From an optimization exercise on the open Yosys and OpenROAD flow, aimed at a short achievable clock period and few clock cycles per item; shortcuts taken in it are not production practice. In this exercise RTL edits were held to simulation tests only and were not proved equivalent to the original. Power figures rest on the tool's default switching activity, not on a simulated workload.

== 10-28 ==
// cpu
module cpu (
   prog_addr, mem_control, equal, mem_addr, mem_data_in, request_rom,
   request_ram,
   clk, rst, opcode, ab_select, op_addr, mem_data_out
   );
input clk, rst;
input [3:0] opcode;
input ab_select;
input [7:0] op_addr;
input [7:0] mem_data_out;
output reg [11:0] prog_addr;
output reg mem_control;
output reg equal;
output reg [11:0] mem_addr;
output reg [7:0] mem_data_in;
output reg request_rom, request_ram;
localparam store = 4'b0100;
localparam load  = 4'b0011;
localparam add   = 4'b1001;
localparam sub   = 4'b1010;
localparam and_  = 4'b0010;
localparam or_   = 4'b0001;
localparam equal_op = 4'b0101;
localparam L1 = 2;       
localparam L2 = 5;       
localparam W2 = L2 - L1;
localparam W3 = 8 - L2;
function [8:0] slice;    
    input [7:0] x, y;
    input cin, arith, sb, an;
    input integer w;
    reg [7:0] yy, g, t, u;
    reg [8:0] c;
    reg prod;
    integer i, j, k;
    begin
        yy = y ^ {8{sb}};
        g = x & yy;
        t = x | yy;
        c = 9'b0;
        c[0] = cin;
        for (i = 1; i <= 8; i = i + 1) begin
            prod = cin;
  ...
Size: roughly 620 cells after synthesis, about 140 flip-flops, ~59 I/O pins, about 5900 um^2 of cells after synthesis.
==> flow/config.mk <==
export PLATFORM = sky130hd
export DESIGN_NAME = cpu
export DESIGN_NICKNAME = cpu
export VERILOG_FILES = /design/flow/design.v
export SDC_FILE = /design/flow/constraint.sdc
export NUM_CORES = 4
export LEC_CHECK = 0
export ABC_CLOCK_PERIOD_IN_PS = 1500
export CAP_MARGIN = 20
export CORE_MARGIN = 2
export CORE_UTILIZATION = 40
export PLACE_DENSITY = 0.6
export SETUP_SLACK_MARGIN = 2.4
export SLEW_MARGIN = 20
export TNS_END_PERCENT = 100
==> flow/constraint.sdc <==
create_clock -name core_clock -period 4.0 [get_ports {clk}]
set_input_delay 0.8000 -clock core_clock [delete_from_list [all_inputs] [get_ports {clk}]]
set_output_delay 0.8000 -clock core_clock [all_outputs]
set_load 0.01 [all_outputs]
standard.sh (not shown) runs the stock make flow with config.mk's settings and CLKGATE_MAP_FILE= SYNTH_SCRIPT=/design/flow/synth_recipe.tcl, a recipe that flattens the netlist after the stock synthesis.
==> flow/flow/run.sh <==
#!/bin/bash
# The standard layout, with the port buffers inserted as buf_4 cells instead
# of the buffer that buffer_ports picks by default (a delay cell here).
set -euo pipefail
bash standard.sh BUFFER_PORTS_ARGS="-buffer_cell sky130_fd_sc_hd__buf_4" finish > standard_flow.log 2>&1
Testbench counts of 10-28, summed over its fixed seeds: cycles 61,751, instructions 58,115.
Modified inputs, 11-22 compared to 10-28
-- flow/design.v --
<<< 10-28, line 75
reg [L2-1:0] e0_d12, e1_d12;
reg [7:L2] e0_d3, e1_d3;
reg st1_sel, st2_sel;            
reg [L2-1:0] stg12;
reg [7:L2] stg3;
reg halt;
wire dv     = !halt;
wire is_ld  = dv && (opcode == load);
>>> 11-22, line 75
reg [L2-1:0] e0_d12, e1_d12;
reg [7:L2] e0_d3, e1_d3;
reg st1_sel, st2_sel, st3_sel;   
reg halt;
reg [11:0] pc_next;
wire dv     = !halt;
wire is_ld  = dv && (opcode == load);
<<< 10-28, line 108
wire [W3-1:0] a3_next = ({W3{s3_wa}} & r3) | ({W3{!s3_wa}} & a3_k);
wire [W3-1:0] b3_next = ({W3{s3_wb}} & r3) | ({W3{!s3_wb}} & b3_k);
wire [L2-1:0] live12 = st1_sel ? {b2_next, b1_eff} : {a2_next, a1_eff};
wire [W3-1:0] live3  = st2_sel ? b3_next : a3_next;
function [7:0] ent_val;
    input [1:0] age;
    input [L2-1:0] d12;
    input [7:L2] d3;
    input [L2-1:0] s12;
    input [7:L2] s3, l3;
    begin
        ent_val[L2-1:0] = (age == 2'd1) ? s12 : d12;
        ent_val[7:L2]   = (age == 2'd1) ? l3 : (age == 2'd2) ? s3 : d3;
    end
endfunction
wire [7:0] v0 = ent_val(e0_age, e0_d12, e0_d3, stg12, stg3, live3);
wire [7:0] v1 = ent_val(e1_age, e1_d12, e1_d3, stg12, stg3, live3);
wire rd_v = rd ? e1_v : e0_v;
wire [1:0] rd_age = rd ? e1_age : e0_age;
>>> 11-22, line 107
wire [W3-1:0] a3_next = ({W3{s3_wa}} & r3) | ({W3{!s3_wa}} & a3_k);
wire [W3-1:0] b3_next = ({W3{s3_wb}} & r3) | ({W3{!s3_wb}} & b3_k);
wire [L2-1:0] reg12 = st2_sel ? {b2, b1} : {a2, a1};
wire [W3-1:0] reg3  = st3_sel ? b3 : a3;
wire live3_r = st2_sel ? s3_wb : s3_wa;          
wire [W3-1:0] live3_k = st2_sel ? b3_k : a3_k;
wire [W3-1:0] live3 = live3_r ? r3 : live3_k;
wire [L2-1:0] v0_12 = (e0_age == 2'd1) ? reg12 : e0_d12;
wire [L2-1:0] v1_12 = (e1_age == 2'd1) ? reg12 : e1_d12;
wire [W3-1:0] v0_3k = (e0_age == 2'd1) ? live3_k : (e0_age == 2'd2) ? reg3 : e0_d3;
wire [W3-1:0] v1_3k = (e1_age == 2'd1) ? live3_k : (e1_age == 2'd2) ? reg3 : e1_d3;
wire v0_r = (e0_age == 2'd1) && live3_r;
wire v1_r = (e1_age == 2'd1) && live3_r;
wire md_r = rd ? v1_r : v0_r;
wire [W3-1:0] md_3k = rd ? v1_3k : v0_3k;
wire [L2-1:0] md_12 = rd ? v1_12 : v0_12;
wire fw_r = s1_f1 ? v1_r : v0_r;
wire [W3-1:0] fw_3k = s1_f1 ? v1_3k : v0_3k;
wire [L2-1:0] fw_12 = s1_f1 ? v1_12 : v0_12;
wire rd_v = rd ? e1_v : e0_v;
wire [1:0] rd_age = rd ? e1_age : e0_age;
<<< 10-28, line 137
    mem_addr    <= {4'b0, is_ld ? op_addr : (rd ? e1_addr : e0_addr)};
    mem_control <= is_ld;
    mem_data_in <= rd ? v1 : v0;
    s1_arith <= opcode[3];
    s1_sub   <= opcode[3] && opcode[1];
>>> 11-22, line 138
    mem_addr    <= {4'b0, is_ld ? op_addr : (rd ? e1_addr : e0_addr)};
    mem_control <= is_ld;
    mem_data_in <= {md_r ? r3 : md_3k, md_12};
    s1_arith <= opcode[3];
    s1_sub   <= opcode[3] && opcode[1];
<<< 10-28, line 150
    s3_c     <= q2[8];
    ld3      <= (s2_la_fwd || s2_lb_fwd) ? fwd_data[7:L2] : mem_data_out[7:L2];
    fwd_data <= s1_f1 ? v1 : v0;
    st1_sel  <= ab_select;
    st2_sel  <= st1_sel;
    stg12    <= live12;
    stg3     <= live3;
    if (e0_age == 2'd1) e0_d12 <= stg12;
    if (e1_age == 2'd1) e1_d12 <= stg12;
    if (e0_age == 2'd2) e0_d3 <= stg3;
    if (e1_age == 2'd2) e1_d3 <= stg3;
    if (e0_age != 2'd3) e0_age <= e0_age + 2'd1;
    if (e1_age != 2'd3) e1_age <= e1_age + 2'd1;
>>> 11-22, line 151
    s3_c     <= q2[8];
    ld3      <= (s2_la_fwd || s2_lb_fwd) ? fwd_data[7:L2] : mem_data_out[7:L2];
    fwd_data <= {fw_r ? r3 : fw_3k, fw_12};
    st1_sel  <= ab_select;
    st2_sel  <= st1_sel;
    st3_sel  <= st2_sel;
    if (e0_age == 2'd1) e0_d12 <= reg12;
    if (e1_age == 2'd1) e1_d12 <= reg12;
    if (e0_age == 2'd2) e0_d3 <= reg3;
    if (e1_age == 2'd2) e1_d3 <= reg3;
    if (e0_age != 2'd3) e0_age <= e0_age + 2'd1;
    if (e1_age != 2'd3) e1_age <= e1_age + 2'd1;
<<< 10-28, line 171
    if (!rst) begin
        prog_addr   <= 12'b0;
        request_rom <= 1'b1;
        request_ram <= 1'b0;
>>> 11-22, line 171
    if (!rst) begin
        prog_addr   <= 12'b0;
        pc_next     <= 12'd1;
        request_rom <= 1'b1;
        request_ram <= 1'b0;
<<< 10-28, line 187
        wr <= 1'b0;
    end else begin
        prog_addr   <= prog_addr + 12'd1;
        request_rom <= 1'b1;
        request_ram <= is_ld || issue;
>>> 11-22, line 188
        wr <= 1'b0;
    end else begin
        prog_addr   <= pc_next;
        pc_next     <= pc_next + 12'd1;
        request_rom <= 1'b1;
        request_ram <= is_ld || issue;
==> comparison <==
11-22 vs. 10-28: total chip power went up by 0.67 mW.
11-22 and 10-28 ended up with nearly the same initial core utilization.
11-22: final instance area is 0.82% higher than what 10-28 reported.
Per the comparison of 11-22 with 10-28, share of the synthesized area in compound gates (AO/OA/AOI/OAI) shows an increase of 0.59 points; fraction of the core area covered by cells at the end of the flow shows a reduction of 2.2 points.
Testbench counts of 11-22, summed over its fixed seeds: cycles 61,751, instructions 58,115.

[port drivers added, routing unchanged]
Ports are ideal in the flow. The routed layouts listed here were re-timed in OpenROAD. Step 1: set_driving_cell puts a clkbuf_16 on clk and a buf_2 on each other input, an assumption about the parent block. Step 2 times the ports against the registers' clock, not the clock port: input delays grow and output delays shrink by t, the midpoint of the rising clock arrivals with the driver on. Three values: ideal, step 1, step 2; two values: the first two.
| run | t, ns | setup slack, ns | hold WS [ns] | worst setup path at the end | worst register clock-pin slew, ns |
|---|---|---|---|---|---|
| 10-28 | 0.446 | 2.215 / 2.215 / 1.868 | 0.417 / 0.417 / 0.417 | input to register | 0.05 / 0.05 |
| 11-22 | 0.452 | 2.314 / 2.303 / 1.987 | 0.329 / 0.329 / 0.329 | input to register | 0.06 / 0.06 |
After both steps every run listed still meets setup and hold. The setup slack of 10-28, which loses most, moves by 0.000 ns with the drivers and by -0.347 ns with both steps.
